Source: an optimization exercise on an open RTL-to-GDS flow (aim: small area, a short achievable clock period and few clock cycles). Production flows keep margins and buffers that such runs may drop.
The RTL was checked by simulation tests, not by an equivalence proof against the original design.

## RISC_SPM
module RISC_SPM (clk, rst, mem_rdata, mem_addr, mem_wdata, mem_we, halted);
export LEC_CHECK = 0
export ABC_AREA = 1
export CAP_MARGIN = 20
export CORE_MARGIN = 2
export CORE_UTILIZATION = 40
export SLEW_MARGIN = 20
create_clock -name core_clock -period 5.0 [get_ports {clk}]
run.sh (not shown) runs the stock make flow with config.mk's settings and CLKGATE_MAP_FILE= SYNTH_SCRIPT=/design/flow/synth_recipe.tcl, a recipe that flattens the netlist after the stock synthesis.
The starting point finished with timing, DRC and antenna clean.
Testbench counts at the start, summed over its fixed seeds: cycles 39,150.
Edit:
ABC_AREA = unset   (was 1)
ABC_CLOCK_PERIOD_IN_PS = 2500   (was unset)
SETUP_SLACK_MARGIN = 2.0   (was unset)
Register-to-register slack improves by 520 ps.
Wire length grows by 2.5%.
Clock-buffer cell count stays the same.
Non-clock buffer count grows by 51.
Utilization grows by 10 points.
Global-route usage shrinks by 1.2 points.
Synthesized area shrinks by 5.4%.
Maximum frequency grows by 15%.
Final cell count shrinks by 22%.
Edit:
ABC_CLOCK_PERIOD_IN_PS = 1800   (was 2500)
SETUP_SLACK_MARGIN = 3.0   (was 2.0)
Via count rose by 5.5%.
Sequential share of layout area fell by 1.3 points.
Routed wire length rose by 0.60%.
Core utilization rose by 3.3 points.
Setup slack loses 37 ps.
Global-route usage rose by 0.71 points.
Die area does not change.
Cell area rose by 5.8%.
Synthesized cell count stays the same.
Hold slack barely changes.

---

Setup of try-juniper:
The RTL this note starts from:
==> flow/design.v <==
module RISC_SPM (clk, rst, mem_rdata, mem_addr, mem_wdata, mem_we, halted);
  input        clk, rst;
  input  [7:0] mem_rdata;
  output [7:0] mem_addr, mem_wdata;
  output       mem_we;
  output       halted;
  reg [7:0] R0, R1, R2, R3;
  reg [7:0] PC, MA;
  reg [2:0] iop;          
  reg [3:0] srcv, dstv;   
  reg       sA, sB, sD;   
  reg       Z;
  reg       halted;
  wire i_add = (iop == 3'd1);
  wire i_sub = (iop == 3'd2);
  wire i_and = (iop == 3'd3);
  wire i_not = (iop == 3'd4);
  wire ex    = i_add | i_sub | i_and | i_not;
  wire [7:0] opA = {8{dstv[0]}} & R0 | {8{dstv[1]}} & R1 | {8{dstv[2]}} & R2 | {8{dstv[3]}} & R3;
  wire [7:0] opB = {8{srcv[0]}} & R0 | {8{srcv[1]}} & R1 | {8{srcv[2]}} & R2 | {8{srcv[3]}} & R3;
  wire [7:0] bx = opB ^ {8{i_sub}};
  wire [7:0] p0 = opA ^ bx;
  wire [7:0] g0 = opA & bx;
  wire [8:0] G0 = {g0, i_sub}, P0 = {p0, 1'b0};
  wire [8:0] G1, P1, G2, P2, G3;
  genvar k;
  generate
    for (k = 0; k < 9; k = k + 1) begin : ks
      if (k >= 1) begin : a1
        assign G1[k] = G0[k] | P0[k] & G0[k-1]; assign P1[k] = P0[k] & P0[k-1];
      end else begin : b1
        assign G1[k] = G0[k]; assign P1[k] = P0[k];
      end
      if (k >= 2) begin : a2
        assign G2[k] = G1[k] | P1[k] & G1[k-2]; assign P2[k] = P1[k] & P1[k-2];
      end else begin : b2
        assign G2[k] = G1[k]; assign P2[k] = P1[k];
      end
      if (k >= 4) begin : a3
        assign G3[k] = G2[k] | P2[k] & G2[k-4];
      end else begin : b3
        assign G3[k] = G2[k];
      end
    end
  endgenerate
  wire [7:0] sum = p0 ^ G3[7:0];
  reg [7:0] alu;
  always @* begin
    case (iop)
      3'd1, 3'd2: alu = sum;
      3'd3:       alu = opA & opB;
      default:    alu = ~opB;
    endcase
  end
  wire [7:0] axb  = opA ^ opB;
  wire [7:0] aob  = opA | opB;
  wire       zadd = ~|(axb ^ {aob[6:0], 1'b0});
  wire       zsub = ~|axb;
  wire       zand = ~|(opA & opB);
  wire       znot = &opB;
  reg        zt;
  always @* begin
    case (iop)
      3'd1:    zt = zadd;
      3'd2:    zt = zsub;
      3'd3:    zt = zand;
      default: zt = znot;
    endcase
  end
  wire fF = ~sA & ~sD & ~halted & (~sB | ~Z);
  wire bT = sB & Z;                                        
  wire [3:0] fo     = mem_rdata[7:4];
  wire       f_two  = ~fo[3] & fo[2] & (fo[1] | fo[0]);    
  wire       f_brz  = (fo == 4'd8);
  wire       f_halt = fo[3] & (|fo[2:0]);
  wire d_rd = sD & (iop == 3'd5);
  wire d_wr = sD & (iop == 3'd6);
  wire d_br = sD & ~iop[2] | sD & iop[1] & iop[0];       
  wire [6:0] hi1 = PC[7:1] + 7'd1;
  wire [7:0] PC1 = {PC[0] ? hi1 : PC[7:1], ~PC[0]};
  wire [7:0] PC2 = {hi1, PC[0]};
  wire [3:0] wa = {4{ex}} & dstv;
  wire [3:0] wr = {4{d_rd}} & dstv;
  always @(posedge clk or negedge rst)
    if (!rst) begin
      R0 <= 8'd0; R1 <= 8'd0; R2 <= 8'd0; R3 <= 8'd0;
    end else begin
      R0 <= wa[0] ? alu : wr[0] ? mem_rdata : R0;
      R1 <= wa[1] ? alu : wr[1] ? mem_rdata : R1;
      R2 <= wa[2] ? alu : wr[2] ? mem_rdata : R2;
      R3 <= wa[3] ? alu : wr[3] ? mem_rdata : R3;
    end
  always @(posedge clk or negedge rst)
    if (!rst) Z <= 1'b0;
    else if (ex) Z <= zt;
  always @(posedge clk or negedge rst)
    if (!rst) begin
      PC <= 8'd0; MA <= 8'd0; iop <= 3'd0; srcv <= 4'd0; dstv <= 4'd0;
      sA <= 1'b0; sB <= 1'b0; sD <= 1'b0; halted <= 1'b0;
    end else if (fF) begin
      iop  <= fo[2:0] & {3{~fo[3]}};    
      srcv <= 4'b1 << mem_rdata[3:2];
      dstv <= 4'b1 << mem_rdata[1:0];
      sB   <= 1'b0;
      if (f_halt) halted <= 1'b1;
      else begin
        MA <= PC1;
        PC <= f_brz ? PC2 : PC1;
        sA <= f_two;
        sB <= f_brz;
      end
    end else if (sA | bT) begin
      MA <= mem_rdata; sA <= 1'b0; sB <= 1'b0; sD <= 1'b1;
      if (sA) PC <= PC1;
    end else if (sD) begin
      sD <= 1'b0;
      if (d_br) begin MA <= mem_rdata; PC <= mem_rdata; end
      else MA <= PC;
    end
  assign mem_addr  = (sB & ~Z) ? PC : MA;
  assign mem_wdata = opB;
  assign mem_we    = d_wr;
endmodule
Settings: LEC_CHECK=0, ABC_AREA=1, CAP_MARGIN=20, CORE_MARGIN=2, CORE_UTILIZATION=75, CTS_BUF_LIST=sky130_fd_sc_hd__clkbuf_16, CTS_CLUSTER_DIAMETER=300, CTS_CLUSTER_SIZE=64, SETUP_SLACK_MARGIN=2.2, SLEW_MARGIN=20; clock period 5.0 ns.
standard.sh (not shown) runs the stock make flow with config.mk's settings and CLKGATE_MAP_FILE= SYNTH_SCRIPT=/design/flow/synth_recipe.tcl, a recipe that flattens the netlist after the stock synthesis.
==> flow/flow/run.sh <==
#!/bin/bash
# The standard layout (standard.sh) with two changes:
#  - the port buffers are buf_2 cells instead of the delay cell the resizer
#    picks by default (every port still gets its buffer);
#  - Yosys's abc step runs with flow/abc.script (or yosys's own default abc
#    script if the file says "default") instead of ORFS's script.
# Everything else, registers included, is ORFS's standard synthesis and flow.
set -euo pipefail
here=$(pwd)
export BUFFER_PORTS_ARGS="-buffer_cell sky130_fd_sc_hd__buf_2"
if [[ -f flow/abc.script ]]; then
  if grep -qx default flow/abc.script; then sc=default; else sc=$here/flow/abc.script; fi
  python3 - synth_recipe.tcl "$sc" <<'PY'
import sys
f, sc = sys.argv[1], sys.argv[2]
first, rest = open(f).read().split('\n', 1)
ov = """proc abc {args} {
  set i [lsearch -exact $args -script]
  if {$i >= 0} { set args [lreplace $args $i [expr {$i+1}]] }
  if {"%s" ne "default"} { set args [linsert $args 0 -script %s] }
  puts "abc override: $args"
  yosys abc {*}$args
}""" % (sc, sc)
open(f, 'w').write(first + '\n' + ov + '\n' + rest)
PY
fi
bash standard.sh finish > standard.log 2>&1
Per the final summary, try-juniper finished and its layout is clean on timing, DRC and antenna.
Testbench counts of try-juniper, summed over its fixed seeds: cycles 39,150.
## Diff of input files: try-onyx against try-juniper
# try-juniper
export LEC_CHECK = 0
export ABC_AREA = 1
export CAP_MARGIN = 20
export CORE_MARGIN = 2
export CORE_UTILIZATION = 75
export CTS_BUF_LIST = sky130_fd_sc_hd__clkbuf_16
export CTS_CLUSTER_DIAMETER = 300
export CTS_CLUSTER_SIZE = 64
export SETUP_SLACK_MARGIN = 2.2
export SLEW_MARGIN = 20
create_clock -name core_clock -period 5.0 [get_ports {clk}]
# try-onyx
export LEC_CHECK = 0
export ABC_AREA = 1
export CAP_MARGIN = 20
export CORE_MARGIN = 2
export CORE_UTILIZATION = 40
export SETUP_SLACK_MARGIN = 2.3
export SLEW_MARGIN = 20
create_clock -name core_clock -period 5.0 [get_ports {clk}]
==> flow/flow/run.sh <==
#!/bin/bash
# The standard layout, with the port buffers made from buf_2 instead of the
# delay cell the resizer picks by default.
set -euo pipefail
export BUFFER_PORTS_ARGS="-buffer_cell sky130_fd_sc_hd__buf_2"
bash standard.sh finish > standard.log 2>&1
--- outcome ---
- No stage failed in try-onyx, and the final checks on the layout all came back clean.
- From try-juniper to try-onyx the numbers moved as follows: total global-route track usage shows a reduction of 20 points, total number of cells along the worst setup path shows a reduction of 10, final clock skew shows no meaningful change, growth of design area from synthesis to finish shows an increase of 7.6 points, y dimension of the die shows an increase of about 35%.
- Sequential share of layout area in try-onyx is 1.9 points lower than in try-juniper
- Diff try-juniper -> try-onyx: peak clock frequency supported by timing up about 2%.
- Relative to try-juniper, try-onyx improves clock period minus final worst setup slack.
diff inputs: try-onyx => try-pepper
# try-onyx
export LEC_CHECK = 0
export ABC_AREA = 1
export CAP_MARGIN = 20
export CORE_MARGIN = 2
export CORE_UTILIZATION = 40
export SETUP_SLACK_MARGIN = 2.3
export SLEW_MARGIN = 20
create_clock -name core_clock -period 5.0 [get_ports {clk}]
# try-pepper
export LEC_CHECK = 0
export ABC_AREA = 1
export CAP_MARGIN = 20
export CORE_MARGIN = 2
export CORE_UTILIZATION = 75
export SETUP_SLACK_MARGIN = 2.2
export SLEW_MARGIN = 20
create_clock -name core_clock -period 5.0 [get_ports {clk}]
==> flow/flow/run.sh <==
#!/bin/bash
# The standard layout (standard.sh) with two changes:
#  - the port buffers are buf_2 cells instead of the delay cell the resizer
#    picks by default (every port still gets its buffer);
#  - Yosys's abc step runs with flow/abc.script (or yosys's own default abc
#    script if the file says "default") instead of ORFS's script.
# Everything else, registers included, is ORFS's standard synthesis and flow.
set -euo pipefail
here=$(pwd)
export BUFFER_PORTS_ARGS="-buffer_cell sky130_fd_sc_hd__buf_2"
export CTS_ARGS="-sink_clustering_enable -repair_clock_nets -buf_list sky130_fd_sc_hd__clkbuf_8 -root_buf sky130_fd_sc_hd__clkbuf_8 -sink_clustering_size 32 -sink_clustering_max_diameter 300 -sink_buffer_max_cap_derate 1.0"
if [[ -f flow/abc.script ]]; then
  if grep -qx default flow/abc.script; then sc=default; else sc=$here/flow/abc.script; fi
  python3 - synth_recipe.tcl "$sc" <<'PY'
import sys
f, sc = sys.argv[1], sys.argv[2]
first, rest = open(f).read().split('\n', 1)
ov = """proc abc {args} {
  set i [lsearch -exact $args -script]
  if {$i >= 0} { set args [lreplace $args $i [expr {$i+1}]] }
  if {"%s" ne "default"} { set args [linsert $args 0 -script %s] }
  puts "abc override: $args"
  yosys abc {*}$args
}""" % (sc, sc)
open(f, 'w').write(first + '\n' + ov + '\n' + rest)
PY
fi
bash standard.sh finish > standard.log 2>&1
### Flow results
Changes observed in try-pepper relative to try-onyx: critical path depth shows a reduction of 2; final-layout clock buffer total climbed 1. Delta(met2 track utilization from global routing, try-pepper - try-onyx) > 0. Per the comparison of try-pepper with try-onyx, number of gates resized after cts shows a reduction of 5, non-filler instance count after layout shows a reduction of 82. try-pepper: non-clock buffer count is 30% lower than what try-onyx reported. try-pepper | stages: all done | timing, DRC, antenna: all pass. On setup slack, try-pepper and try-onyx are neck and neck.
Relative to try-pepper, the following input files were edited for try-harbor:
# try-pepper
export LEC_CHECK = 0
export ABC_AREA = 1
export CAP_MARGIN = 20
export CORE_MARGIN = 2
export CORE_UTILIZATION = 75
export SETUP_SLACK_MARGIN = 2.2
export SLEW_MARGIN = 20
create_clock -name core_clock -period 5.0 [get_ports {clk}]
# try-harbor
export LEC_CHECK = 0
export ABC_AREA = 1
export CAP_MARGIN = 20
export CORE_MARGIN = 2
export CORE_UTILIZATION = 65
export SETUP_SLACK_MARGIN = 2.0
export SLEW_MARGIN = 20
create_clock -name core_clock -period 5.0 [get_ports {clk}]
==> flow/flow/run.sh <==
#!/bin/bash
# The standard layout, with the port buffers made from buf_2 instead of the
# delay cell the resizer picks by default.
set -euo pipefail
export BUFFER_PORTS_ARGS="-buffer_cell sky130_fd_sc_hd__buf_2"
bash standard.sh finish > standard.log 2>&1
Findings:
- try-harbor ended with every stage complete and zero timing, DRC or antenna violations.
- Re routability-driven placement congestion ratio: try-pepper was higher than try-harbor.
- Reported for try-harbor and try-pepper, number of flops mapped to enable cells by yosys turned out identical to the last digit.
- try-pepper has a lower placed wire-length estimate after detailed placement than try-harbor.
- Cmp try-harbor vs try-pepper: data required time of the worst path higher in try-harbor
- Comparing clock-buffer cell count for try-harbor and try-pepper, the bigger number came from try-pepper.
### try-harbor -> try-umber
# try-harbor
export LEC_CHECK = 0
export ABC_AREA = 1
export CAP_MARGIN = 20
export CORE_MARGIN = 2
export CORE_UTILIZATION = 65
export SETUP_SLACK_MARGIN = 2.0
export SLEW_MARGIN = 20
create_clock -name core_clock -period 5.0 [get_ports {clk}]
# try-umber
export LEC_CHECK = 0
export ABC_AREA = 1
export CAP_MARGIN = 20
export CORE_MARGIN = 2
export CORE_UTILIZATION = 60
export PLACE_DENSITY = 0.9
export SETUP_SLACK_MARGIN = 2.2
export SLEW_MARGIN = 20
create_clock -name core_clock -period 5.0 [get_ports {clk}]
==> flow/flow/run.sh <==
#!/bin/bash
# The standard layout (standard.sh) with two changes:
#  - the port buffers are buf_2 cells instead of the delay cell the resizer
#    picks by default (every port still gets its buffer);
#  - Yosys's abc step runs with flow/abc.script (or yosys's own default abc
#    script if the file says "default") instead of ORFS's script.
# Everything else, registers included, is ORFS's standard synthesis and flow.
set -euo pipefail
here=$(pwd)
export BUFFER_PORTS_ARGS="-buffer_cell sky130_fd_sc_hd__buf_2"
if [[ -f flow/abc.script ]]; then
  if grep -qx default flow/abc.script; then sc=default; else sc=$here/flow/abc.script; fi
  python3 - synth_recipe.tcl "$sc" <<'PY'
import sys
f, sc = sys.argv[1], sys.argv[2]
first, rest = open(f).read().split('\n', 1)
ov = """proc abc {args} {
  set i [lsearch -exact $args -script]
  if {$i >= 0} { set args [lreplace $args $i [expr {$i+1}]] }
  if {"%s" ne "default"} { set args [linsert $args 0 -script %s] }
  puts "abc override: $args"
  yosys abc {*}$args
}""" % (sc, sc)
open(f, 'w').write(first + '\n' + ov + '\n' + rest)
PY
fi
bash standard.sh finish > standard.log 2>&1
### Flow results
- The final weighted congestion in routability-driven placement in try-harbor is 0.936 times that in try-umber.
- try-umber vs try-harbor: total number of vias up in try-umber
- Wire: try-umber routes more than try-harbor

==> separate check: timing with driven ports <==
No port has a modelled driver above. Below, the same layouts with a new extraction and two added sets of constraints.
Step 1 sets driving cells, clkbuf_16 on the clock port and buf_2 on the other inputs (assumed; they add their load-dependent delay and slew).
Step 2 also shifts input and output timing later by t, the mid clock arrival at the registers, as if the neighbouring blocks saw the same clock.
Three values: no drivers, after step 1, after step 2; two values: the first two.
| run | t (ns) | setup slack, ns | worst hold slack (ns) | worst slew at a driven data input, ns |
|---|---|---|---|---|
| the first run of note 1 | 0.362 | 1.069 / 1.069 / 1.069 | 0.474 / 0.474 / 0.474 | 0.03 |
| the second run of note 1 | 0.366 | 1.585 / 1.585 / 1.359 | 0.497 / 0.497 / 0.497 | 0.03 |
| the third run of note 1 | 0.368 | 1.548 / 1.548 / 1.345 | 0.499 / 0.499 / 0.499 | 0.03 |
| try-juniper | 0.366 | 2.250 / 2.250 / 2.250 | 0.480 / 0.480 / 0.480 | 0.03 |
| try-onyx | 0.368 | 2.302 / 2.261 / 2.285 | 0.485 / 0.485 / 0.485 | 0.03 |
| try-pepper | 0.387 | 2.301 / 2.270 / 2.302 | 0.486 / 0.486 / 0.486 | 0.03 |
| try-harbor | 0.392 | 2.152 / 2.152 / 2.152 | 0.485 / 0.485 / 0.485 | 0.03 |
| try-umber | 0.384 | 2.272 / 2.256 / 2.272 | 0.486 / 0.486 / 0.486 | 0.03 |
After both steps every run listed still meets setup and hold. For the second run of note 1, which loses most, drivers alone change the setup slack by 0.000 ns; drivers and shift together by -0.226 ns.
